This is an optimization exercise on Yosys and OpenROAD, whose aim is a short achievable clock period and few clock cycles, not a production implementation.
Only simulation tests tie the RTL to the original design; equivalence was not proved.
Power figures rest on the tool's default switching activity, not on a simulated workload.

===== flow/constraint.sdc =====
create_clock -name core_clock -period 8.0 [get_ports {clk}]
set_input_delay 1.6000 -clock core_clock [delete_from_list [all_inputs] [get_ports {clk}]]
set_output_delay 1.6000 -clock core_clock [all_outputs]
set_load 0.01 [all_outputs]

===== flow/design.v =====
`timescale 1ns / 1ps
module mips_top(
            input  wire          clk,
            input  wire          rst,                     
            input  wire          i_step,                  
            input  wire          i_program_memory_write,  
            input  wire [7  : 0] i_address_write,         
            input  wire [31 : 0] i_instruction_write,     
            input  wire          i_dbg_mem,               
            input  wire [4  : 0] i_dbg_addr,              
            output wire          o_halted,                
            output wire [31 : 0] o_dbg_data               
            );
    function [15:0] dec16;
        input [3:0] v;
        integer k;
        begin
            for (k = 0; k < 16; k = k + 1) dec16[k] = (v == k);
        end
    endfunction
    function [31:0] dec32;
        input [4:0] v;
        integer k;
        begin
            for (k = 0; k < 32; k = k + 1) dec32[k] = (v == k);
        end
    endfunction
    function [255:0] dec256;
        input [7:0] v;
        reg [15:0] h, l;
        integer k;
        begin
            h = dec16(v[7:4]);
            l = dec16(v[3:0]);
            for (k = 0; k < 256; k = k + 1) dec256[k] = h[k / 16] & l[k % 16];
        end
    endfunction
    function [31:0] rd32;
        input [1023:0] f;
        input [31:0]   sel;
        integer k;
        begin
            rd32 = 32'd0;
            for (k = 0; k < 32; k = k + 1)
                rd32 = rd32 | ({32{sel[k]}} & f[k*32 +: 32]);
        end
    endfunction
    function [31:0] ldfmt;
        input [31:0] raw;
        input [2:0]  ls;
        begin
            case (ls)
                3'b000:  ldfmt = {{24{raw[7]}}, raw[7:0]};
                3'b001:  ldfmt = {{16{raw[15]}}, raw[15:0]};
                3'b011:  ldfmt = raw;
                3'b100:  ldfmt = {24'b0, raw[7:0]};
                3'b101:  ldfmt = {16'b0, raw[15:0]};
                3'b111:  ldfmt = raw;
                default: ldfmt = 32'd0;
            endcase
        end
    endfunction
    function [28:0] idec;
        input [31:0] ins;
        reg [5:0] opc, fn;
        reg ld, st, immc, brc, jc, rc, fjr, jr, jalr, add2, ralu, shm, lui, jal, wr;
        reg [4:0] dst;
        reg [10:0] aop;
        begin
            opc  = ins[31:26];
            fn   = ins[5:0];
            ld   = (opc[5:3] == 3'b100);
            st   = (opc[5:3] == 3'b101);
            immc = (opc[5:3] == 3'b001);
            brc  = (opc[5:1] == 5'b00010);
            jc   = (opc[5:1] == 5'b00001);
            rc   = (opc[5:1] == 5'b00000);
            fjr  = (fn[5:1] == 5'b00100);
            jr   = rc & ~opc[0] & fjr;
            jalr = rc & ~opc[0] & (fn == 6'b001001);
            add2 = rc &  opc[0] & (fn == 6'b001001);
            ralu = rc & ~fjr;
            shm  = ralu & (fn[5:2] == 4'b0000);
            lui  = immc & (opc[2:0] == 3'b111);
            jal  = jc & opc[0];
            dst  = (ld | immc) ? ins[20:16] : (jc ? 5'd31 : ins[15:11]);
            wr   = ld | immc | jal | jalr | add2 | ralu;
            aop  = 11'b0;
            if (immc) begin
                case (opc[2:0])
                    3'b010:  aop[6]  = 1'b1;
                    3'b100:  aop[2]  = 1'b1;
                    3'b101:  aop[3]  = 1'b1;
                    3'b110:  aop[4]  = 1'b1;
                    3'b111:  aop[10] = 1'b1;
                    default: aop[0]  = 1'b1;
                endcase
            end else if (ralu) begin
                case (fn)
                    6'b100010, 6'b100011: aop[1] = 1'b1;
                    6'b100100: aop[2] = 1'b1;
                    6'b100101: aop[3] = 1'b1;
                    6'b100110: aop[4] = 1'b1;
                    6'b100111: aop[5] = 1'b1;
                    6'b101010: aop[6] = 1'b1;
                    6'b000000, 6'b000100: aop[7] = 1'b1;
                    6'b000010, 6'b000110: aop[8] = 1'b1;
                    6'b000011, 6'b000111: aop[9] = 1'b1;
                    default: aop[0] = 1'b1;
                endcase
            end else if (jal | jalr) begin
                aop[10] = 1'b1;
            end else begin
                aop[0] = 1'b1;
            end
            idec[4:0]   = dst;
            idec[5]     = wr & (dst != 5'd0);
            idec[6]     = ld | st | (immc & ~lui) | brc | jr | add2 | (ralu & ~shm);
            idec[7]     = st | brc | add2 | ralu;
            idec[8]     = ld;
            idec[9]     = st;
            idec[10]    = brc | jc | jr;
            idec[11]    = (ins == 32'hffffffff);
            idec[12]    = brc;
            idec[13]    = jr;
            idec[14]    = jalr;
            idec[15]    = jal;
            idec[16]    = shm;
            idec[17]    = immc | jal | jalr;
            idec[28:18] = aop;
        end
    endfunction
    reg rq, rq2;
    always @(posedge clk) begin
        rq  <= rst;
        rq2 <= rq;
    end
    wire run = rq & rq2;
    reg          wq_we;
    reg  [7:0]   wq_a;
    reg  [31:0]  wq_d;
    always @(posedge clk) begin
        wq_we <= i_program_memory_write;
        wq_a  <= i_address_write;
        wq_d  <= i_instruction_write;
    end
    wire [5:0]  p_op   = wq_d[31:26];
    wire [5:0]  p_fn   = wq_d[5:0];
    wire        p_j    = (p_op[5:1] == 5'b00001);
    wire        p_beq  = (p_op == 6'b000100);
    wire        p_bne  = (p_op == 6'b000101);
    wire        p_jr   = (p_op == 6'b000000) && (p_fn == 6'b001000);
    wire        p_jalr = (p_op == 6'b000000) && (p_fn == 6'b001001);
    wire        p_rseq = (wq_d[25:21] == wq_d[20:16]);
    wire        p_pt   = p_j | p_jr | (p_beq & p_rseq) | (p_bne & ~p_rseq);
    wire        p_call = (p_j & p_op[0]) | p_jalr;
    wire [7:0]  p_tgt  = p_j ? wq_d[7:0] : (wq_a + 8'd1 + wq_d[7:0]);
    wire        p_loop = (p_beq | p_bne) & p_pt & wq_d[15];
    reg          w2_we;
    reg  [255:0] w2_sel;
    reg  [31:0]  w2_d;
    reg          w2_pt, w2_jr, w2_call, w2_loop;
    reg  [7:0]   w2_tgt;
    always @(posedge clk) begin
        w2_we   <= wq_we;
        w2_sel  <= dec256(wq_a);
        w2_d    <= wq_d;
        w2_pt   <= p_pt;
        w2_jr   <= p_jr;
        w2_call <= p_call;
        w2_loop <= p_loop;
        w2_tgt  <= p_tgt;
    end
    reg [256*32-1:0] imem;           
    reg [255:0]      pm_pt, pm_jr;   
    reg [255:0]      pm_call;        
    reg [256*8-1:0]  pm_tgt;         
    reg [255:0]      pm_loop;        
    reg          u_jalr, u_fb, u_ftk;
    reg  [7:0]   u_pc, u_tgt;
    wire [255:0] u_sel = dec256(u_pc);
    genvar gi;
    reg [255:0] pc_oh;       
    reg [7:0]   pc_bin;      
    reg [7:0]   ras;         
    wire [255:0] pc_oh1 = {pc_oh[254:0], pc_oh[255]};
    reg         f_pt0, f_jr0, f_call0, f_lp0, f_pt1, f_jr1, f_call1, f_lp1;
    reg [7:0]   f_tg0, f_tg1;
    integer fi;
    always @(*) begin
        f_pt0 = 1'b0; f_jr0 = 1'b0; f_call0 = 1'b0; f_lp0 = 1'b0; f_tg0 = 8'd0;
        f_pt1 = 1'b0; f_jr1 = 1'b0; f_call1 = 1'b0; f_lp1 = 1'b0; f_tg1 = 8'd0;
        for (fi = 0; fi < 256; fi = fi + 1) begin
            f_pt0   = f_pt0   | (pc_oh[fi] & pm_pt[fi]);
            f_jr0   = f_jr0   | (pc_oh[fi] & pm_jr[fi]);
            f_call0 = f_call0 | (pc_oh[fi] & pm_call[fi]);
            f_lp0   = f_lp0   | (pc_oh[fi] & pm_loop[fi]);
            f_tg0   = f_tg0   | ({8{pc_oh[fi]}} & pm_tgt[fi*8 +: 8]);
            f_pt1   = f_pt1   | (pc_oh1[fi] & pm_pt[fi]);
            f_jr1   = f_jr1   | (pc_oh1[fi] & pm_jr[fi]);
            f_call1 = f_call1 | (pc_oh1[fi] & pm_call[fi]);
            f_lp1   = f_lp1   | (pc_oh1[fi] & pm_loop[fi]);
            f_tg1   = f_tg1   | ({8{pc_oh1[fi]}} & pm_tgt[fi*8 +: 8]);
        end
    end
    reg  [127:0] f_es, f_os;
    reg [31:0]  f_insE, f_insO;
    always @(*) begin
        f_insE = 32'd0;
        f_insO = 32'd0;
        for (fi = 0; fi < 128; fi = fi + 1) begin
            f_insE = f_insE | ({32{f_es[fi]}} & imem[(2*fi)*32 +: 32]);
            f_insO = f_insO | ({32{f_os[fi]}} & imem[(2*fi+1)*32 +: 32]);
        end
    end
    wire        f_sw    = pc_bin[0];
    wire [31:0] f_ins0  = f_sw ? f_insO  : f_insE;
    wire [31:0] f_ins1  = f_sw ? f_insE  : f_insO;
    wire [7:0]  f_ptg0 = f_jr0 ? ras : f_tg0;
    wire [7:0]  f_ptg1 = f_jr1 ? ras : f_tg1;
    wire [7:0]  f_pc1  = pc_bin + 8'd1;
    wire [7:0]  f_pc2  = pc_bin + 8'd2;
    localparam QN = 6;
    localparam QW = 50;
    reg [QW-1:0] q [0:QN-1];
    reg [2:0]    qn;             
    wire [QW-1:0] f_e0 = {f_lp0, f_ptg0, f_pt0, pc_bin, f_ins0};
    wire [QW-1:0] f_e1 = {f_lp1, f_ptg1, f_pt1, f_pc1, f_ins1};
    wire [31:0] q0_ins = q[0][31:0];
    wire [7:0]  q0_pc  = q[0][39:32];
    wire        q0_pt  = q[0][40];
    wire [7:0]  q0_ptg = q[0][48:41];
    wire        q0_lp  = q[0][49];
    wire [31:0] q1_ins = q[1][31:0];
    wire [7:0]  q1_pc  = q[1][39:32];
    wire        q1_pt  = q[1][40];
    wire [7:0]  q1_ptg = q[1][48:41];
    wire        q1_lp  = q[1][49];
    reg         de_v0, de_v1;
    reg         de_lp0, de_lp1;
    reg         de_ea0, de_ea1;            
    reg [4:0]   de_eab0, de_eab1;
    reg [31:0]  de_eah0, de_eah1;
    reg [2:0]   de_sa0, de_sb0, de_sa1, de_sb1;    
    reg [31:0]  de_a0, de_b0, de_a1, de_b1;
    reg [10:0]  de_op0, de_op1;
    reg [4:0]   de_dst0, de_dst1;
    reg         de_we0, de_we1, de_ld0, de_ld1;
    reg         de_br0, de_br1, de_bne0, de_bne1, de_jr0, de_jr1, de_jalr0, de_jalr1;
    reg         de_pt0, de_pt1, de_halt;
    reg [7:0]   de_ptg0, de_ptg1, de_alt0, de_alt1, de_pc0, de_pc1;
    reg         de_st, de_ssl;             
    reg [2:0]   de_ls0, de_ls1;
    reg [4:0]   de_off0, de_off1;
    reg         em_v0, em_v1;
    reg [31:0]  em_r0, em_r1, em_sd;
    reg [4:0]   em_dst0, em_dst1, em_ab0, em_ab1, em_sab;
    reg [31:0]  em_ah0, em_ah1, em_sah;
    reg         em_we0, em_we1, em_ld0, em_ld1, em_st, em_st0, em_halt;
    reg [2:0]   em_ls0, em_ls1;
    reg [7:0]   em_pc;
    reg         cw_v0, cw_v1, cs_v;
    reg [4:0]   cw_dst0, cw_dst1, cs_ab;
    reg [31:0]  cw_d0, cw_d1, cs_data;
    reg [31:0]  cs_ah;
    reg         halted;
    reg         replay;
    reg [7:0]   replay_pc;
    reg [1023:32] rf_r;
    wire [1023:0] rf = {rf_r, 32'd0};        
    reg [1023:0]  dm;
    wire [31:0]   cw_sel0 = dec32(cw_dst0);
    wire [31:0]   cw_sel1 = dec32(cw_dst1);
    generate
        for (gi = 1; gi < 32; gi = gi + 1) begin : g_rf
            always @(posedge clk)
                if (cw_v1 & cw_sel1[gi]) rf_r[gi*32 +: 32] <= cw_d1;
                else if (cw_v0 & cw_sel0[gi]) rf_r[gi*32 +: 32] <= cw_d0;
        end
        for (gi = 0; gi < 32; gi = gi + 1) begin : g_dm
            always @(posedge clk)
                if (cs_v & cs_ah[gi]) dm[gi*32 +: 32] <= cs_data;
        end
    endgenerate
    wire [28:0] i0 = idec(q0_ins);
    wire [28:0] i1 = idec(q1_ins);
    wire [4:0]  rs0 = q0_ins[25:21], rt0 = q0_ins[20:16];
    wire [4:0]  rs1 = q1_ins[25:21], rt1 = q1_ins[20:16];
    wire        q0v = (qn != 3'd0);
    wire        q1v = (qn >= 3'd2);
    function lu;
        input [28:0] di;
        input [4:0] rs, rt;
        input v0, ld0, we0; input [4:0] d0;
        input v1, ld1, we1; input [4:0] d1;
        begin
            lu = (v0 & ld0 & we0 & ((di[6] & (d0 == rs)) | (di[7] & (d0 == rt)))) |
                 (v1 & ld1 & we1 & ((di[6] & (d1 == rs)) | (di[7] & (d1 == rt))));
        end
    endfunction
    wire d_lu0 = lu(i0, rs0, rt0, de_v0, de_ld0 & ~de_ea0, de_we0, de_dst0,
                    de_v1, de_ld1 & ~de_ea1, de_we1, de_dst1);
    wire d_lu1 = lu(i1, rs1, rt1, de_v0, de_ld0 & ~de_ea0, de_we0, de_dst0,
                    de_v1, de_ld1 & ~de_ea1, de_we1, de_dst1);
    wire d_pair = q1v & ~(i0[12] & i1[12]) & ~i0[11] & ~i1[11] &
                  ~(i0[9] & i1[9]) &
                  ~(i0[5] & ((i1[6] & (rs1 == i0[4:0])) | (i1[7] & (rt1 == i0[4:0]))));
    wire e_mis;
    wire d_go   = run & ~replay & ~e_mis;
    wire d_is0  = d_go & q0v & ~d_lu0;
    wire d_is1  = d_is0 & d_pair & ~d_lu1;
    wire [31:0] m_wb0, m_wb1;
    function [31:0] rdreg;
        input [4:0] r;
        input [1023:0] f;
        input v0; input [4:0] a0; input [31:0] x0;
        input v1; input [4:0] a1; input [31:0] x1;
        input mv0; input [4:0] ma0; input [31:0] mx0;
        input mv1; input [4:0] ma1; input [31:0] mx1;
        begin
            if (mv1 && ma1 == r)      rdreg = mx1;
            else if (mv0 && ma0 == r) rdreg = mx0;
            else if (v1 && a1 == r)   rdreg = x1;
            else if (v0 && a0 == r)   rdreg = x0;
            else                      rdreg = rd32(f, dec32(r));
        end
    endfunction
    wire m_we0 = em_v0 & em_we0;
    wire m_we1 = em_v1 & em_we1;
    wire [31:0] d_rs0 = rdreg(rs0, rf, cw_v0, cw_dst0, cw_d0, cw_v1, cw_dst1, cw_d1,
                              m_we0, em_dst0, m_wb0, m_we1, em_dst1, m_wb1);
    wire [31:0] d_rt0 = rdreg(rt0, rf, cw_v0, cw_dst0, cw_d0, cw_v1, cw_dst1, cw_d1,
                              m_we0, em_dst0, m_wb0, m_we1, em_dst1, m_wb1);
    wire [31:0] d_rs1 = rdreg(rs1, rf, cw_v0, cw_dst0, cw_d0, cw_v1, cw_dst1, cw_d1,
                              m_we0, em_dst0, m_wb0, m_we1, em_dst1, m_wb1);
    wire [31:0] d_rt1 = rdreg(rt1, rf, cw_v0, cw_dst0, cw_d0, cw_v1, cw_dst1, cw_d1,
                              m_we0, em_dst0, m_wb0, m_we1, em_dst1, m_wb1);
    function [2:0] fsel;
        input [4:0] r;
        input imm;
        input dv0, dwe0; input [4:0] dd0;
        input dv1, dwe1; input [4:0] dd1;
        reg e1, e0;
        begin
            e1 = ~imm & dv1 & dwe1 & (dd1 == r);
            e0 = ~imm & dv0 & dwe0 & (dd0 == r) & ~e1;
            fsel = {e1, e0, ~(e1 | e0)};
        end
    endfunction
    wire [2:0] d_sa0 = fsel(rs0, i0[16], de_v0, de_we0, de_dst0, de_v1, de_we1, de_dst1);
    wire [2:0] d_sb0 = fsel(rt0, i0[17], de_v0, de_we0, de_dst0, de_v1, de_we1, de_dst1);
    wire [2:0] d_sa1 = fsel(rs1, i1[16], de_v0, de_we0, de_dst0, de_v1, de_we1, de_dst1);
    wire [2:0] d_sb1 = fsel(rt1, i1[17], de_v0, de_we0, de_dst0, de_v1, de_we1, de_dst1);
    function [31:0] imma;
        input [31:0] ins;
        begin
            imma = (ins[1:0] == 2'b01) ? {{16{ins[15]}}, ins[15:0]} : {27'b0, ins[10:6]};
        end
    endfunction
    function [31:0] immb;
        input [31:0] ins;
        input [7:0] pc;
        reg [8:0] link;
        begin
            link = {1'b0, pc} + 9'd1;
            if (ins[31:26] == 6'b001111)   immb = {ins[15:0], 16'b0};
            else if (ins[31:29] == 3'b001) immb = {{16{ins[15]}}, ins[15:0]};
            else                           immb = {23'b0, link};
        end
    endfunction
    wire [7:0] d_link0 = q0_pc + 8'd1;
    wire [7:0] d_link1 = q1_pc + 8'd1;
    function [31:0] fwd;
        input [2:0] s;
        input [31:0] x1, x0, b;
        begin
            fwd = ({32{s[2]}} & x1) | ({32{s[1]}} & x0) | ({32{s[0]}} & b);
        end
    endfunction
    wire [31:0] e_a0 = fwd(de_sa0, em_r1, em_r0, de_a0);
    wire [31:0] e_b0 = fwd(de_sb0, em_r1, em_r0, de_b0);
    wire [31:0] e_a1 = fwd(de_sa1, em_r1, em_r0, de_a1);
    wire [31:0] e_b1 = fwd(de_sb1, em_r1, em_r0, de_b1);
    function [31:0] alu;
        input [31:0] a, b;
        input [10:0] op;
        reg [31:0] sum, dif, fast, slow, shl, shr, sra;
        reg slt, big;
        begin
            sum  = a + b;
            dif  = a - b;
            fast = ({32{op[2]}}  & (a & b)) |
                   ({32{op[3]}}  & (a | b)) |
                   ({32{op[4]}}  & (a ^ b)) |
                   ({32{op[5]}}  & ~(a | b)) |
                   ({32{op[10]}} & b);
            slt  = (a[31] ^ b[31]) ? a[31] : dif[31];
            big  = |a[31:5];
            shl  = b << a[4:0];
            shr  = b >> a[4:0];
            sra  = $signed(b) >>> a[4:0];
            slow = ({32{op[6]}}  & {31'b0, slt}) |
                   ({32{op[7] & ~big}} & shl) |
                   ({32{op[8] & ~big}} & shr) |
                   ({32{op[9]}}  & (big ? {32{b[31]}} : sra));
            alu  = ({32{op[0]}} & sum) | ({32{op[1]}} & dif) | (fast | slow);
        end
    endfunction
    wire        m_stv = em_v0 & em_st;
    wire [31:0] e_lr0 = (m_stv && em_sab == de_eab0) ? em_sd :
                        (cs_v && cs_ab == de_eab0) ? cs_data : rd32(dm, de_eah0);
    wire [31:0] e_lr1 = (m_stv && em_sab == de_eab1) ? em_sd :
                        (cs_v && cs_ab == de_eab1) ? cs_data : rd32(dm, de_eah1);
    wire [31:0] e_r0 = ({32{de_ea0}} & ldfmt(e_lr0, de_ls0)) | alu(e_a0, e_b0, de_op0);
    wire [31:0] e_r1 = ({32{de_ea1}} & ldfmt(e_lr1, de_ls1)) | alu(e_a1, e_b1, de_op1);
    wire        e_live   = run & ~replay;
    wire        e_tk0    = de_bne0 ^ (e_a0 == e_b0);
    wire        e_tk1    = de_bne1 ^ (e_a1 == e_b1);
    wire        e_mis0   = de_v0 & ((de_br0 & (e_tk0 ^ de_pt0)) |
                                    (de_jr0 & (~de_pt0 | (e_a0[7:0] != de_ptg0))));
    wire        e_mis1   = de_v1 & ((de_br1 & (e_tk1 ^ de_pt1)) |
                                    (de_jr1 & (~de_pt1 | (e_a1[7:0] != de_ptg1))));
    assign      e_mis    = e_live & (e_mis0 | e_mis1);
    wire [7:0]  e_rdt0   = de_jr0 ? e_a0[7:0] : de_alt0;
    wire [7:0]  e_rdt1   = de_jr1 ? e_a1[7:0] : de_alt1;
    wire [7:0]  e_rdt    = e_mis0 ? e_rdt0 : e_rdt1;
    wire [4:0]  e_ab0 = e_a0[4:0] + de_off0;
    wire [4:0]  e_ab1 = e_a1[4:0] + de_off1;
    wire [4:0]  e_sab = de_ssl ? e_ab1 : e_ab0;
    wire [31:0] e_sb  = de_ssl ? e_b1 : e_b0;
    wire [2:0]  e_sls = de_ssl ? de_ls1 : de_ls0;
    reg  [31:0] e_sd;
    always @(*) begin
        case (e_sls)
            3'b000:  e_sd = {{24{e_sb[7]}}, e_sb[7:0]};
            3'b001:  e_sd = {{16{e_sb[15]}}, e_sb[15:0]};
            3'b011:  e_sd = e_sb;
            default: e_sd = 32'd0;
        endcase
    end
    wire [31:0] m_raw0 = (cs_v && cs_ab == em_ab0) ? cs_data : rd32(dm, em_ah0);
    wire [31:0] m_raw1 = (em_st0 && em_sab == em_ab1) ? em_sd :
                         (cs_v && cs_ab == em_ab1) ? cs_data : rd32(dm, em_ah1);
    wire [31:0] m_ld0 = ldfmt(m_raw0, em_ls0);
    wire [31:0] m_ld1 = ldfmt(m_raw1, em_ls1);
    assign m_wb0 = em_ld0 ? m_ld0 : em_r0;
    assign m_wb1 = em_ld1 ? m_ld1 : em_r1;
    wire m_ok = em_v0 & ~replay & ~halted & run;    
    wire f_go = run & ~replay & (qn <= 3'd4);
    wire [1:0] d_n = {1'b0, d_is0} + {1'b0, d_is1};    
    wire [1:0] f_n = f_go ? (f_pt0 ? 2'd1 : 2'd2) : 2'd0;
    reg [255:0] f_noh;       
    always @(*) begin
        if (e_mis)        f_noh = dec256(e_rdt);
        else if (!run)    f_noh = 256'd1;
        else if (replay)  f_noh = dec256(replay_pc);
        else if (!f_go)   f_noh = dec256(pc_bin);
        else if (f_pt0)   f_noh = dec256(f_ptg0);
        else if (f_pt1)   f_noh = dec256(f_ptg1);
        else              f_noh = {pc_oh[253:0], pc_oh[255:254]};
    end
    integer qi;
    always @(posedge clk) begin
        cw_v0   <= m_ok & em_we0 & i_step & rst;
        cw_v1   <= m_ok & em_v1 & em_we1 & i_step & rst;
        cs_v    <= m_ok & em_st & i_step & rst;
        halted  <= rst & (halted | (m_ok & em_halt & i_step));
        replay  <= rst & m_ok & ~i_step;
        replay_pc <= em_pc;
        cw_dst0 <= em_dst0;
        cw_dst1 <= em_dst1;
        cw_d0   <= m_wb0;
        cw_d1   <= m_wb1;
        cs_ab   <= em_sab;
        cs_ah   <= em_sah;
        cs_data <= em_sd;
        pc_oh <= f_noh;
        for (qi = 0; qi < 128; qi = qi + 1) begin
            f_es[qi] <= f_noh[2*qi] | f_noh[(2*qi + 255) % 256];
            f_os[qi] <= f_noh[2*qi + 1] | f_noh[2*qi];
        end
        if (e_mis)
            pc_bin <= e_rdt;
        else if (!run)
            pc_bin <= 8'd0;
        else if (replay)
            pc_bin <= replay_pc;
        else if (!f_go)
            pc_bin <= pc_bin;
        else if (f_pt0)
            pc_bin <= f_ptg0;
        else if (f_pt1)
            pc_bin <= f_ptg1;
        else
            pc_bin <= pc_bin + 8'd2;
        if (!run)
            ras <= 8'd0;
        else if (f_go & f_call0)
            ras <= f_pc1;
        else if (f_go & ~f_pt0 & f_call1)
            ras <= pc_bin + 8'd2;
        if (!run || replay || e_mis) begin
            qn <= 3'd0;
        end else begin
            qn <= qn - {1'b0, d_n} + {1'b0, f_n};
            for (qi = 0; qi < QN; qi = qi + 1) begin
                if (qi + d_n < qn)
                    q[qi] <= (d_n == 2'd0) ? q[qi] :
                             (d_n == 2'd1) ? q[(qi + 1) % QN] : q[(qi + 2) % QN];
                else if (qi + d_n == qn)
                    q[qi] <= f_e0;
                else if (qi + d_n == qn + 1)
                    q[qi] <= f_e1;
            end
        end
        de_v0    <= d_is0;
        de_v1    <= d_is1;
        de_sa0   <= d_sa0;
        de_sb0   <= d_sb0;
        de_sa1   <= d_sa1;
        de_sb1   <= d_sb1;
        de_a0    <= i0[16] ? imma(q0_ins) : d_rs0;
        de_b0    <= i0[17] ? immb(q0_ins, q0_pc) : d_rt0;
        de_a1    <= i1[16] ? imma(q1_ins) : d_rs1;
        de_b1    <= i1[17] ? immb(q1_ins, q1_pc) : d_rt1;
        de_op0   <= (i0[8] & d_sa0[0]) ? 11'd0 : i0[28:18];
        de_op1   <= (i1[8] & d_sa1[0] & ~i0[9]) ? 11'd0 : i1[28:18];
        de_dst0  <= i0[4:0];
        de_dst1  <= i1[4:0];
        de_we0   <= i0[5];
        de_we1   <= i1[5];
        de_ld0   <= i0[8];
        de_ld1   <= i1[8];
        de_br0   <= i0[12];
        de_br1   <= i1[12];
        de_bne0  <= q0_ins[26];
        de_bne1  <= q1_ins[26];
        de_jr0   <= i0[13];
        de_jr1   <= i1[13];
        de_jalr0 <= i0[14];
        de_jalr1 <= i1[14];
        de_pt0   <= q0_pt;
        de_pt1   <= q1_pt;
        de_ptg0  <= q0_ptg;
        de_ptg1  <= q1_ptg;
        de_alt0  <= q0_pt ? d_link0 : q0_ptg;
        de_alt1  <= q1_pt ? d_link1 : q1_ptg;
        de_pc0   <= q0_pc;
        de_pc1   <= q1_pc;
        de_lp0   <= q0_lp;
        de_lp1   <= q1_lp;
        de_halt  <= i0[11];
        de_st    <= i0[9] | (d_is1 & i1[9]);
        de_ssl   <= ~i0[9];
        de_ls0   <= q0_ins[28:26];
        de_ls1   <= q1_ins[28:26];
        de_off0  <= q0_ins[4:0];
        de_off1  <= q1_ins[4:0];
        de_ea0   <= i0[8] & d_sa0[0];
        de_ea1   <= i1[8] & d_sa1[0] & ~i0[9];
        de_eab0  <= d_rs0[4:0] + q0_ins[4:0];
        de_eab1  <= d_rs1[4:0] + q1_ins[4:0];
        de_eah0  <= dec32(d_rs0[4:0] + q0_ins[4:0]);
        de_eah1  <= dec32(d_rs1[4:0] + q1_ins[4:0]);
        u_jalr  <= e_live & (e_mis0 ? de_jalr0 : (e_mis1 & de_jalr1));
        u_pc    <= e_mis0 ? de_pc0 : (e_mis1 ? de_pc1 : r_pc);
        u_fb    <= r_br & ~r_lp;
        u_ftk   <= r_tk;
        u_tgt   <= e_rdt;
        em_v0   <= run & ~replay & de_v0;
        em_v1   <= run & ~replay & de_v1 & ~e_mis0;
        em_r0   <= e_r0;
        em_r1   <= e_r1;
        em_sd   <= e_sd;
        em_dst0 <= de_dst0;
        em_dst1 <= de_dst1;
        em_ab0  <= e_ab0;
        em_ah0  <= dec32(e_ab0);
        em_ab1  <= e_ab1;
        em_ah1  <= dec32(e_ab1);
        em_sab  <= e_sab;
        em_sah  <= dec32(e_sab);
        em_we0  <= de_we0;
        em_we1  <= de_we1;
        em_ld0  <= de_ld0 & ~de_ea0;
        em_ld1  <= de_ld1 & ~de_ea1;
        em_st   <= de_st & ~(de_ssl & e_mis0);
        em_st0  <= de_st & ~de_ssl;
        em_halt <= de_halt;
        em_ls0  <= de_ls0;
        em_ls1  <= de_ls1;
        em_pc   <= de_pc0;
    end
    wire [31:0] g_rs = dec32(i_dbg_addr);
    reg  [31:0] dbg_q;
    always @(posedge clk)
        dbg_q <= i_dbg_mem ? rd32(dm, g_rs) : rd32(rf, g_rs);
    assign o_dbg_data = dbg_q;
    localparam LN = 4;
    reg [LN-1:0] lt_v, lt_l;
    reg [7:0]    lt_tag [0:LN-1];
    reg [3:0]    lt_c [0:LN-1];
    reg [3:0]    lt_s [0:LN-1];
    reg [3:0]    lt_t [0:LN-1];
    reg [1:0]    lt_vic;
    wire         r_br  = e_live & ((de_v0 & de_br0) | (de_v1 & de_br1 & ~e_mis0));
    wire         r_tk  = (de_v0 & de_br0) ? e_tk0 : e_tk1;
    wire [7:0]   r_pc  = (de_v0 & de_br0) ? de_pc0 : de_pc1;
    wire         r_lp  = (de_v0 & de_br0) ? de_lp0 : de_lp1;
    wire         r_lbr = r_br & r_lp;
    wire         p_fl  = ~run | replay | e_mis;
    wire         f_en0 = f_go & f_lp0;
    wire         f_en1 = f_go & ~f_pt0 & f_lp1;
    reg  [LN-1:0] lt_hit;
    integer li;
    always @(*)
        for (li = 0; li < LN; li = li + 1)
            lt_hit[li] = lt_v[li] & (lt_tag[li] == r_pc);
    wire         lt_miss = r_lbr & ~|lt_hit;
    reg  [3:0]   lt_nc [0:LN-1];
    reg  [3:0]   lt_nt [0:LN-1];
    reg  [3:0]   lt_ns [0:LN-1];
    reg  [LN-1:0] lt_nl, lt_al, lt_pred;
    reg  [255:0] lt_wr;      
    reg  [255:0] lt_wv;      
    reg  [255:0] lt_dec;
    always @(*) begin
        lt_wr = 256'd0;
        lt_wv = 256'd0;
        for (li = 0; li < LN; li = li + 1) begin
            lt_al[li] = lt_miss & (lt_vic == li);
            if (lt_al[li]) begin
                lt_nc[li] = r_tk ? 4'd1 : 4'd0;
                lt_nt[li] = 4'd0;
                lt_nl[li] = ~r_tk;
            end else if (r_lbr & lt_hit[li]) begin
                lt_nc[li] = r_tk ? ((lt_c[li] == 4'hf) ? lt_c[li] : lt_c[li] + 4'd1) : 4'd0;
                lt_nt[li] = r_tk ? lt_t[li] : lt_c[li];
                lt_nl[li] = lt_l[li] | ~r_tk;
            end else begin
                lt_nc[li] = lt_c[li];
                lt_nt[li] = lt_t[li];
                lt_nl[li] = lt_l[li];
            end
            if (p_fl | lt_al[li])
                lt_ns[li] = lt_nc[li];
            else if (f_en0 & (lt_tag[li] == pc_bin))
                lt_ns[li] = f_pt0 ? ((lt_s[li] == 4'hf) ? lt_s[li] : lt_s[li] + 4'd1) : 4'd0;
            else if (f_en1 & (lt_tag[li] == f_pc1))
                lt_ns[li] = f_pt1 ? ((lt_s[li] == 4'hf) ? lt_s[li] : lt_s[li] + 4'd1) : 4'd0;
            else
                lt_ns[li] = lt_s[li];
            lt_pred[li] = ~(lt_nl[li] & (lt_ns[li] == lt_nt[li]) & (lt_nt[li] != 4'hf));
            lt_dec = dec256(lt_tag[li]) & {256{lt_v[li]}};
            lt_wr = lt_wr | lt_dec;
            lt_wv = lt_wv | (lt_dec & {256{lt_pred[li]}});
        end
    end
    always @(posedge clk) begin
        if (!run) begin
            lt_v   <= {LN{1'b0}};
            lt_vic <= 2'd0;
        end else begin
            lt_v   <= lt_v | lt_al;
            lt_vic <= lt_vic + {1'b0, lt_miss};
        end
        for (li = 0; li < LN; li = li + 1) begin
            if (lt_al[li]) lt_tag[li] <= r_pc;
            lt_c[li] <= lt_nc[li];
            lt_t[li] <= lt_nt[li];
            lt_s[li] <= lt_ns[li];
        end
        lt_l <= lt_nl;
    end
    generate
        for (gi = 0; gi < 256; gi = gi + 1) begin : g_imem
            always @(posedge clk) begin
                if (w2_we & w2_sel[gi]) begin
                    imem[gi*32 +: 32]    <= w2_d;
                    pm_pt[gi]            <= w2_pt;
                    pm_jr[gi]            <= w2_jr;
                    pm_call[gi]          <= w2_call;
                    pm_loop[gi]          <= w2_loop;
                    pm_tgt[gi*8 +: 8]    <= w2_tgt;
                end else if (lt_wr[gi]) begin
                    pm_pt[gi]            <= lt_wv[gi];
                end else if (u_sel[gi] & u_jalr) begin
                    pm_tgt[gi*8 +: 8]    <= u_tgt;
                    pm_pt[gi]            <= 1'b1;
                end else if (u_sel[gi] & u_fb) begin
                    pm_pt[gi]            <= u_ftk;
                end
            end
        end
    endgenerate
    assign o_halted   = halted;
endmodule

===== flow/config.mk =====
export PLATFORM = sky130hd
export DESIGN_NAME = mips_top
export DESIGN_NICKNAME = mips_top
export VERILOG_FILES = /design/flow/design.v
export SDC_FILE = /design/flow/constraint.sdc
export NUM_CORES = 8
export LEC_CHECK = 0
export CAP_MARGIN = 20
export CELL_PAD_IN_SITES_GLOBAL_PLACEMENT = 1
export CORE_MARGIN = 2
export CORE_UTILIZATION = 35
export PLACE_DENSITY = 0.45
export SETUP_SLACK_MARGIN = 3.0
export SLEW_MARGIN = 20
export SYNTH_MEMORY_MAX_BITS = 16384
export TNS_END_PERCENT = 5

===== flow/run.sh =====
#!/bin/bash
# synth_recipe.tcl (not shown) runs the flow's synth.tcl, then flattens the netlist and writes it again
# the make line also repeats each setting of config.mk as NAME=value (left out here)
make -C /OpenROAD-flow-scripts/flow DESIGN_CONFIG=/design/flow/config.mk WORK_HOME=/design/flow/orfs CLKGATE_MAP_FILE= SYNTH_SCRIPT=/design/flow/synth_recipe.tcl finish

==> impl_metrics.toml, run 1 <==
[synth]
synth-edff-count = 13620
netlist_area_sq_um = 706000
ys_seq_elements = 15343
syn_area_per_cell_sq_um = 13.0
synth-seq-area-share = 0.628
synthCells = 54140
syn_nets = 54452
ys_types = 95
yosys_most_used_dff = "edfxtp_1"
async_reset_ff_frac = 0
ys_warn_count = 9

[run_status]
tool.error = "[ERROR GRT-0116] Global routing finished with congestion. Check the congestion regions in the DRC Viewer."
status = "did not finish"
stop_stage = "global routing"

[global_routing]
grt_max_degree = 205
grt_pass1_wl_um = 10200000
grt.total_usage = 0.797
grt-ovfl-total = 1776
grt_pass1_vias = 735668

[floorplanning]
fp-row-count = 521
ios = 83
start_util = 0.351
dieHeight_um = 1420
fp.dieW_um = 1420

[clock_network]
htreeDepth = 7
cts-buffers-inserted = 1663
cts_root_buf = "clkbuf_16"
postCtsHoldBufs = 0
clk_path_buf_depth = 6
cts.sinks = 15343

[placed_design]
place_ws_ns = -0.444
io_buffers = 82
place_area_sq_um = 788000
dp_hpwl_um = 5380000
gp_congestion = 1.31
power groups by stage:
stage               combinational (uW)  clock, uW  sequential, uW
floorplan                        10500          0           90700
global placement                 26900          0           92500
CTS                              27400      82700           90800
detailed placement               27200          0           92500
worst max-delay path by stage:
stage	depth (start not counted)	from	end
2_1_floorplan	30	de_sa1[2]	q[2][0]
3_3_place_gp	27	de_sa0[0]	pm_pt[159]
3_5_place_dp	25	de_sa1[2]	pm_pt[159]
4_1_cts	30	de_sa1[2]	pm_pt[197]
per-layer routing:
layer  GRT overflow  track usage
met4            650        0.756
met2           1050        0.894
met5              4        0.524
met1             26        0.805
met3             46        0.718
cell families after synthesis:
| group | count (synthesis) | share of synthesized area |
|---|---|---|
| AOI/OAI and AO/OA | 18805 | 0.207 |
| xor gates and xnor gates | 375 | 0.00477 |
| adders and majority gates | 262 | 0.00478 |
| buffers and inverters | 6104 | 0.0325 |
| DFF | 15343 | 0.628 |
| muxes | 3579 | 0.0564 |
| and+or+nand+nor | 9672 | 0.0668 |
synth_stat cells, drive strengths merged (130+ instances only):
master  instances  area share
nand3        1225      0.0087
a31oi         402      0.0036
ha            249      0.0044
nor2         1769      0.0094
and2          244      0.0022
clkbuf       4268       0.023
a221oi       4162       0.052
xor2          165      0.0020
or2           157      0.0014
a32oi         253      0.0031
o22ai         511      0.0045
a22o         3706       0.046
a222oi        226      0.0032
buf          1086      0.0058
a22oi        4979       0.053
mux2         3162       0.050
edfxtp      13620        0.58
nand2b        159      0.0014
nand4        1627       0.014
a221o         191      0.0027
and3          130      0.0012
a21oi        1581       0.011
o221ai        282      0.0035
a211oi        364      0.0039
a311o         148      0.0021
nand2        2861       0.015
inv           744      0.0040
o31ai         282      0.0030
or3           168      0.0015
o21ai        1134      0.0080
nor2b         169      0.0015
xnor2         204      0.0025
nor4          433      0.0039
nor3          530      0.0038
dfxtp        1723       0.049
mux2i         417      0.0059
timing repair:
item | 4_1_cts
gates cloned | 20
endpoints found under the setup margin | 1857
pin swaps | 75
resized for setup | 239
buffers inserted | 84
per-stage QoR:
| stage | util | hold WS (ns) | cells |
|---|---|---|---|
| 2_1_floorplan | - | 0.310 | 54140 |
| 3_3_place_gp | 0.390 | 0.311 | 81719 |
| 3_5_place_dp | 0.392 | 0.312 | 81813 |
| 4_1_cts | 0.421 | 0.235 | 85026 |
Testbench counts, summed over its fixed seeds: cycles 292,656.
==> inputs of run 2 (changes only) <==
--- a/flow/design.v
+++ b/flow/design.v
@@ -214,7 +214,6 @@
         end
     end
-    wire        f_sw    = pc_bin[0];
-    wire [31:0] f_ins0  = f_sw ? f_insO  : f_insE;
-    wire [31:0] f_ins1  = f_sw ? f_insE  : f_insO;
+    wire [31:0] f_ins0  = pc_bin[0] ? f_insO  : f_insE;
+    wire [31:0] f_ins1  = pc_bin[0] ? f_insE  : f_insO;
     wire [7:0]  f_ptg0 = f_jr0 ? ras : f_tg0;
     wire [7:0]  f_ptg1 = f_jr1 ? ras : f_tg1;
@@ -257,5 +256,5 @@
     reg [4:0]   em_dst0, em_dst1, em_ab0, em_ab1, em_sab;
     reg [31:0]  em_ah0, em_ah1, em_sah;
-    reg         em_we0, em_we1, em_ld0, em_ld1, em_st, em_st0, em_halt;
+    reg         em_we0, em_we1, em_st, em_st0, em_halt;
     reg [2:0]   em_ls0, em_ls1;
     reg [7:0]   em_pc;
@@ -299,15 +298,29 @@
         end
     endfunction
-    wire d_lu0 = lu(i0, rs0, rt0, de_v0, de_ld0 & ~de_ea0, de_we0, de_dst0,
-                    de_v1, de_ld1 & ~de_ea1, de_we1, de_dst1);
-    wire d_lu1 = lu(i1, rs1, rt1, de_v0, de_ld0 & ~de_ea0, de_we0, de_dst0,
-                    de_v1, de_ld1 & ~de_ea1, de_we1, de_dst1);
     wire d_pair = q1v & ~(i0[12] & i1[12]) & ~i0[11] & ~i1[11] &
                   ~(i0[9] & i1[9]) &
                   ~(i0[5] & ((i1[6] & (rs1 == i0[4:0])) | (i1[7] & (rt1 == i0[4:0]))));
+    function [2:0] fsel;
+        input [4:0] r;
+        input imm;
+        input dv0, dwe0; input [4:0] dd0;
+        input dv1, dwe1; input [4:0] dd1;
+        reg e1, e0;
+        begin
+            e1 = ~imm & dv1 & dwe1 & (dd1 == r);
+            e0 = ~imm & dv0 & dwe0 & (dd0 == r) & ~e1;
+            fsel = {e1, e0, ~(e1 | e0)};
+        end
+    endfunction
+    wire [2:0] d_sa0 = fsel(rs0, i0[16], de_v0, de_we0, de_dst0, de_v1, de_we1, de_dst1);
+    wire [2:0] d_sb0 = fsel(rt0, i0[17], de_v0, de_we0, de_dst0, de_v1, de_we1, de_dst1);
+    wire [2:0] d_sa1 = fsel(rs1, i1[16], de_v0, de_we0, de_dst0, de_v1, de_we1, de_dst1);
+    wire [2:0] d_sb1 = fsel(rt1, i1[17], de_v0, de_we0, de_dst0, de_v1, de_we1, de_dst1);
     wire e_mis;
-    wire d_go   = run & ~replay & ~e_mis;
-    wire d_is0  = d_go & q0v & ~d_lu0;
-    wire d_is1  = d_is0 & d_pair & ~d_lu1;
+    wire d_go   = run & ~replay;
+    wire d_nb0  = i0[8] & ~d_sa0[0];
+    wire d_nb1  = i1[8] & (~d_sa1[0] | i0[9]);
+    wire d_is0  = d_go & q0v & ~d_nb0;
+    wire d_is1  = d_is0 & d_pair & ~d_nb1;
     wire [31:0] m_wb0, m_wb1;
     function [31:0] rdreg;
@@ -328,6 +341,10 @@
     wire m_we0 = em_v0 & em_we0;
     wire m_we1 = em_v1 & em_we1;
-    wire [31:0] d_rs0 = rdreg(rs0, rf, cw_v0, cw_dst0, cw_d0, cw_v1, cw_dst1, cw_d1,
-                              m_we0, em_dst0, m_wb0, m_we1, em_dst1, m_wb1);
+    wire [4:0]  d_ra0 = halted ? i_dbg_addr : rs0;
+    wire [31:0] d_rf0 = rd32(rf, dec32(d_ra0));
+    wire [31:0] d_rs0 = (m_we1 && em_dst1 == rs0) ? m_wb1 :
+                        (m_we0 && em_dst0 == rs0) ? m_wb0 :
+                        (cw_v1 && cw_dst1 == rs0) ? cw_d1 :
+                        (cw_v0 && cw_dst0 == rs0) ? cw_d0 : d_rf0;
     wire [31:0] d_rt0 = rdreg(rt0, rf, cw_v0, cw_dst0, cw_d0, cw_v1, cw_dst1, cw_d1,
                               m_we0, em_dst0, m_wb0, m_we1, em_dst1, m_wb1);
@@ -336,20 +353,4 @@
     wire [31:0] d_rt1 = rdreg(rt1, rf, cw_v0, cw_dst0, cw_d0, cw_v1, cw_dst1, cw_d1,
                               m_we0, em_dst0, m_wb0, m_we1, em_dst1, m_wb1);
-    function [2:0] fsel;
-        input [4:0] r;
-        input imm;
-        input dv0, dwe0; input [4:0] dd0;
-        input dv1, dwe1; input [4:0] dd1;
-        reg e1, e0;
-        begin
-            e1 = ~imm & dv1 & dwe1 & (dd1 == r);
-            e0 = ~imm & dv0 & dwe0 & (dd0 == r) & ~e1;
-            fsel = {e1, e0, ~(e1 | e0)};
-        end
-    endfunction
-    wire [2:0] d_sa0 = fsel(rs0, i0[16], de_v0, de_we0, de_dst0, de_v1, de_we1, de_dst1);
-    wire [2:0] d_sb0 = fsel(rt0, i0[17], de_v0, de_we0, de_dst0, de_v1, de_we1, de_dst1);
-    wire [2:0] d_sa1 = fsel(rs1, i1[16], de_v0, de_we0, de_dst0, de_v1, de_we1, de_dst1);
-    wire [2:0] d_sb1 = fsel(rt1, i1[17], de_v0, de_we0, de_dst0, de_v1, de_we1, de_dst1);
     function [31:0] imma;
         input [31:0] ins;
@@ -385,9 +386,8 @@
         input [31:0] a, b;
         input [10:0] op;
-        reg [31:0] sum, dif, fast, slow, shl, shr, sra;
+        reg [31:0] sum, fast, slow, shl, shr, sra;
         reg slt, big;
         begin
-            sum  = a + b;
-            dif  = a - b;
+            sum  = a + (b ^ {32{op[1] | op[6]}}) + {31'b0, op[1] | op[6]};
             fast = ({32{op[2]}}  & (a & b)) |
                    ({32{op[3]}}  & (a | b)) |
@@ -395,5 +395,5 @@
                    ({32{op[5]}}  & ~(a | b)) |
                    ({32{op[10]}} & b);
-            slt  = (a[31] ^ b[31]) ? a[31] : dif[31];
+            slt  = (a[31] ^ b[31]) ? a[31] : sum[31];
             big  = |a[31:5];
             shl  = b << a[4:0];
@@ -404,10 +404,11 @@
                    ({32{op[8] & ~big}} & shr) |
                    ({32{op[9]}}  & (big ? {32{b[31]}} : sra));
-            alu  = ({32{op[0]}} & sum) | ({32{op[1]}} & dif) | (fast | slow);
+            alu  = ({32{op[0] | op[1]}} & sum) | (fast | slow);
         end
     endfunction
     wire        m_stv = em_v0 & em_st;
+    wire [31:0] e_dm0 = rd32(dm, halted ? dec32(i_dbg_addr) : de_eah0);
     wire [31:0] e_lr0 = (m_stv && em_sab == de_eab0) ? em_sd :
-                        (cs_v && cs_ab == de_eab0) ? cs_data : rd32(dm, de_eah0);
+                        (cs_v && cs_ab == de_eab0) ? cs_data : e_dm0;
     wire [31:0] e_lr1 = (m_stv && em_sab == de_eab1) ? em_sd :
                         (cs_v && cs_ab == de_eab1) ? cs_data : rd32(dm, de_eah1);
@@ -439,11 +440,6 @@
         endcase
     end
-    wire [31:0] m_raw0 = (cs_v && cs_ab == em_ab0) ? cs_data : rd32(dm, em_ah0);
-    wire [31:0] m_raw1 = (em_st0 && em_sab == em_ab1) ? em_sd :
-                         (cs_v && cs_ab == em_ab1) ? cs_data : rd32(dm, em_ah1);
-    wire [31:0] m_ld0 = ldfmt(m_raw0, em_ls0);
-    wire [31:0] m_ld1 = ldfmt(m_raw1, em_ls1);
-    assign m_wb0 = em_ld0 ? m_ld0 : em_r0;
-    assign m_wb1 = em_ld1 ? m_ld1 : em_r1;
+    assign m_wb0 = em_r0;
+    assign m_wb1 = em_r1;
     wire m_ok = em_v0 & ~replay & ~halted & run;    
     wire f_go = run & ~replay & (qn <= 3'd4);
@@ -514,6 +510,6 @@
             end
         end
-        de_v0    <= d_is0;
-        de_v1    <= d_is1;
+        de_v0    <= d_is0 & ~e_mis;
+        de_v1    <= d_is1 & ~e_mis;
         de_sa0   <= d_sa0;
         de_sb0   <= d_sb0;
@@ -524,6 +520,6 @@
         de_a1    <= i1[16] ? imma(q1_ins) : d_rs1;
         de_b1    <= i1[17] ? immb(q1_ins, q1_pc) : d_rt1;
-        de_op0   <= (i0[8] & d_sa0[0]) ? 11'd0 : i0[28:18];
-        de_op1   <= (i1[8] & d_sa1[0] & ~i0[9]) ? 11'd0 : i1[28:18];
+        de_op0   <= i0[8] ? 11'd0 : i0[28:18];
+        de_op1   <= i1[8] ? 11'd0 : i1[28:18];
         de_dst0  <= i0[4:0];
         de_dst1  <= i1[4:0];
@@ -557,6 +553,6 @@
         de_off0  <= q0_ins[4:0];
         de_off1  <= q1_ins[4:0];
-        de_ea0   <= i0[8] & d_sa0[0];
-        de_ea1   <= i1[8] & d_sa1[0] & ~i0[9];
+        de_ea0   <= i0[8];
+        de_ea1   <= i1[8];
         de_eab0  <= d_rs0[4:0] + q0_ins[4:0];
         de_eab1  <= d_rs1[4:0] + q1_ins[4:0];
@@ -583,6 +579,4 @@
         em_we0  <= de_we0;
         em_we1  <= de_we1;
-        em_ld0  <= de_ld0 & ~de_ea0;
-        em_ld1  <= de_ld1 & ~de_ea1;
         em_st   <= de_st & ~(de_ssl & e_mis0);
         em_st0  <= de_st & ~de_ssl;
@@ -592,8 +586,7 @@
         em_pc   <= de_pc0;
     end
-    wire [31:0] g_rs = dec32(i_dbg_addr);
     reg  [31:0] dbg_q;
     always @(posedge clk)
-        dbg_q <= i_dbg_mem ? rd32(dm, g_rs) : rd32(rf, g_rs);
+        dbg_q <= i_dbg_mem ? e_dm0 : d_rf0;
     assign o_dbg_data = dbg_q;
     localparam LN = 4;
@@ -604,25 +597,34 @@
     reg [3:0]    lt_t [0:LN-1];
     reg [1:0]    lt_vic;
+    reg          ur_br, ur_tk, ur_fl, uf_0, uf_1, uf_pt0, uf_pt1;
+    reg  [7:0]   ur_pc, uf_pc;
     wire         r_br  = e_live & ((de_v0 & de_br0) | (de_v1 & de_br1 & ~e_mis0));
     wire         r_tk  = (de_v0 & de_br0) ? e_tk0 : e_tk1;
     wire [7:0]   r_pc  = (de_v0 & de_br0) ? de_pc0 : de_pc1;
     wire         r_lp  = (de_v0 & de_br0) ? de_lp0 : de_lp1;
-    wire         r_lbr = r_br & r_lp;
-    wire         p_fl  = ~run | replay | e_mis;
-    wire         f_en0 = f_go & f_lp0;
-    wire         f_en1 = f_go & ~f_pt0 & f_lp1;
+    always @(posedge clk) begin
+        ur_br  <= r_br & r_lp;
+        ur_tk  <= r_tk;
+        ur_pc  <= r_pc;
+        ur_fl  <= ~run | replay | e_mis;
+        uf_0   <= f_go & f_lp0;
+        uf_1   <= f_go & ~f_pt0 & f_lp1;
+        uf_pt0 <= f_pt0;
+        uf_pt1 <= f_pt1;
+        uf_pc  <= pc_bin;
+    end
+    wire [7:0]   uf_pc1 = uf_pc + 8'd1;
     reg  [LN-1:0] lt_hit;
     integer li;
     always @(*)
         for (li = 0; li < LN; li = li + 1)
-            lt_hit[li] = lt_v[li] & (lt_tag[li] == r_pc);
-    wire         lt_miss = r_lbr & ~|lt_hit;
+            lt_hit[li] = lt_v[li] & (lt_tag[li] == ur_pc);
+    wire         lt_miss = ur_br & ~|lt_hit;
     reg  [3:0]   lt_nc [0:LN-1];
     reg  [3:0]   lt_nt [0:LN-1];
     reg  [3:0]   lt_ns [0:LN-1];
     reg  [LN-1:0] lt_nl, lt_al, lt_pred;
-    reg  [255:0] lt_wr;      
-    reg  [255:0] lt_wv;      
-    reg  [255:0] lt_dec;
+    reg  [255:0] lt_wr, lt_wv, lt_dec;    
+    reg  [255:0] lq_wr, lq_wv;            
     always @(*) begin
         lt_wr = 256'd0;
@@ -631,11 +633,11 @@
             lt_al[li] = lt_miss & (lt_vic == li);
             if (lt_al[li]) begin
-                lt_nc[li] = r_tk ? 4'd1 : 4'd0;
+                lt_nc[li] = ur_tk ? 4'd1 : 4'd0;
                 lt_nt[li] = 4'd0;
-                lt_nl[li] = ~r_tk;
-            end else if (r_lbr & lt_hit[li]) begin
-                lt_nc[li] = r_tk ? ((lt_c[li] == 4'hf) ? lt_c[li] : lt_c[li] + 4'd1) : 4'd0;
-                lt_nt[li] = r_tk ? lt_t[li] : lt_c[li];
-                lt_nl[li] = lt_l[li] | ~r_tk;
+                lt_nl[li] = ~ur_tk;
+            end else if (ur_br & lt_hit[li]) begin
+                lt_nc[li] = ur_tk ? ((lt_c[li] == 4'hf) ? lt_c[li] : lt_c[li] + 4'd1) : 4'd0;
+                lt_nt[li] = ur_tk ? lt_t[li] : lt_c[li];
+                lt_nl[li] = lt_l[li] | ~ur_tk;
             end else begin
                 lt_nc[li] = lt_c[li];
@@ -643,10 +645,10 @@
                 lt_nl[li] = lt_l[li];
             end
-            if (p_fl | lt_al[li])
+            if (ur_fl | lt_al[li])
                 lt_ns[li] = lt_nc[li];
-            else if (f_en0 & (lt_tag[li] == pc_bin))
-                lt_ns[li] = f_pt0 ? ((lt_s[li] == 4'hf) ? lt_s[li] : lt_s[li] + 4'd1) : 4'd0;
-            else if (f_en1 & (lt_tag[li] == f_pc1))
-                lt_ns[li] = f_pt1 ? ((lt_s[li] == 4'hf) ? lt_s[li] : lt_s[li] + 4'd1) : 4'd0;
+            else if (uf_0 & (lt_tag[li] == uf_pc))
+                lt_ns[li] = uf_pt0 ? ((lt_s[li] == 4'hf) ? lt_s[li] : lt_s[li] + 4'd1) : 4'd0;
+            else if (uf_1 & (lt_tag[li] == uf_pc1))
+                lt_ns[li] = uf_pt1 ? ((lt_s[li] == 4'hf) ? lt_s[li] : lt_s[li] + 4'd1) : 4'd0;
             else
                 lt_ns[li] = lt_s[li];
@@ -666,10 +668,12 @@
         end
         for (li = 0; li < LN; li = li + 1) begin
-            if (lt_al[li]) lt_tag[li] <= r_pc;
+            if (lt_al[li]) lt_tag[li] <= ur_pc;
             lt_c[li] <= lt_nc[li];
             lt_t[li] <= lt_nt[li];
             lt_s[li] <= lt_ns[li];
         end
-        lt_l <= lt_nl;
+        lt_l  <= lt_nl;
+        lq_wr <= lt_wr & {256{run}};
+        lq_wv <= lt_wv;
     end
     generate
@@ -683,6 +687,6 @@
                     pm_loop[gi]          <= w2_loop;
                     pm_tgt[gi*8 +: 8]    <= w2_tgt;
-                end else if (lt_wr[gi]) begin
-                    pm_pt[gi]            <= lt_wv[gi];
+                end else if (lq_wr[gi]) begin
+                    pm_pt[gi]            <= lq_wv[gi];
                 end else if (u_sel[gi] & u_jalr) begin
                     pm_tgt[gi*8 +: 8]    <= u_tgt;
--- a/flow/config.mk
+++ b/flow/config.mk
@@ -7,8 +7,6 @@
 export LEC_CHECK = 0
 export CAP_MARGIN = 20
-export CELL_PAD_IN_SITES_GLOBAL_PLACEMENT = 1
 export CORE_MARGIN = 2
 export CORE_UTILIZATION = 35
-export PLACE_DENSITY = 0.45
 export SETUP_SLACK_MARGIN = 3.0
 export SLEW_MARGIN = 20
==> run 2 against run 1 <==
Synthesized area down 2.3%. Synthesized cell count down 6.6%. The flow again stops in global routing.
==> impl_metrics.toml, run 2 <==
[synth]
ys_seq_elements = 15792
synth.top_cell.area_share = 0.593
syn_area_per_cell_sq_um = 13.6
ys_types = 107
synth_compound_area_frac = 0.184
synth-edff-count = 13620
synthCells = 50561
yosys_most_used_dff = "edfxtp_1"
synthSimpleGateAreaFrac = 0.0592
synthTopCellsByArea = "edfxtp_1, dfxtp_1, mux2_2, a22oi_1, a221oi_1"
muxShareOfSynthArea = 0.0584
async_reset_ff_frac = 0
synth-xor-area-share = 0.00594
synth-seq-area-share = 0.656
synth_common_cells = "edfxtp_1, a22oi_1, clkbuf_1, a221oi_1, a22o_1"
ys_warn_count = 9
netlist_area_sq_um = 689000
yosysTopAreaCell = "edfxtp_1"
syn_nets = 50868
yosysMostFrequentCell = "edfxtp_1"
synth_top_family_by_area = "compound AO/OA/AOI/OAI gates"
synthAdderAreaFrac = 0.00479

[placed_design]
gp_congestion = 1.31
dp.cells = 77122
dp_hpwl_um = 5070000
place_ws_ns = 0.234
place_area_sq_um = 761000
io_buffers = 82

[floorplanning]
fp.dieW_um = 1410
ios = 83
start_util = 0.351
fp-row-count = 515
dieHeight_um = 1410

[global_routing]
grt_pass1_wl_um = 9820000
grt.total_usage = 0.789
grt-ovfl-total = 570
grt_max_degree = 218
grt_pass1_vias = 662121

[clock_network]
cts.sinks = 15792
cts_root_buf = "clkbuf_16"
postCtsHoldBufs = 0
htreeDepth = 7
clk_path_buf_depth = 6
cts-buffers-inserted = 1747

[run_status]
stop_stage = "global routing"
status = "did not finish"
tool.error = "[ERROR GRT-0116] Global routing finished with congestion. Check the congestion regions in the DRC Viewer."
-- run 2: cell count changes after synthesis, moves of 449 or more --
cell | before | now
dfxtp_1 | 1723 | 2172
a221oi_1 | 4162 | 3623
buf_1 | 1055 | 573
o22ai_1 | 511 | 62
a22oi_1 | 4979 | 4372
a21oi_1 | 1576 | 1057
a22o_1 | 3706 | 3215
-- run 2: cells by family after synthesis --
logic type / Yosys count
simple gates: 8435
compound gates: 16349
buf+inv: 5641
fa+ha+maj: 259
flops: 15792
xor+xnor: 461
mux: 3624
-- run 2: through the flow --
| step | utilization | setup TNS [ns] |
|---|---|---|
| floorplan | - | 0 |
| global placement | 0.387 | -6.02 |
| detailed placement | 0.387 | 0 |
| CTS | 0.421 | 0 |
-- run 2: power by group through the flow --
stage | Clock, uW | Sequential, uW | Combinational (uW)
after floorplan | 0 | 98600 | 39900
after global placement | 0 | 105000 | 88400
after detailed placement | 0 | 105000 | 88000
after CTS | 83000 | 103000 | 90400
-- run 2: worst min path at each step --
stage                     slack, ns  depth (start not counted)      start        to
after floorplan                0.31                          0  em_sah[0]  cs_ah[0]
after global placement         0.31                          0    wq_d[8]   w2_d[8]
after detailed placement       0.31                          0   wq_d[10]  w2_d[10]
after CTS                      0.11                          0   wq_d[13]  w2_d[13]
-- run 2: routing by layer --
layer | GRT usage | GRT overflow
met4 | 0.741 | 193
met3 | 0.694 | 17
met5 | 0.516 | 4
met1 | 0.810 | 9
met2 | 0.888 | 347
-- run 2: repair_timing --
item,CTS
hold endpoints to repair,0
setup buffers,435
gates resized for setup,1201
endpoints found under the setup margin,2019
pin swaps,335
cloned,22
Testbench counts of run 2, summed over its fixed seeds: cycles 298,550.
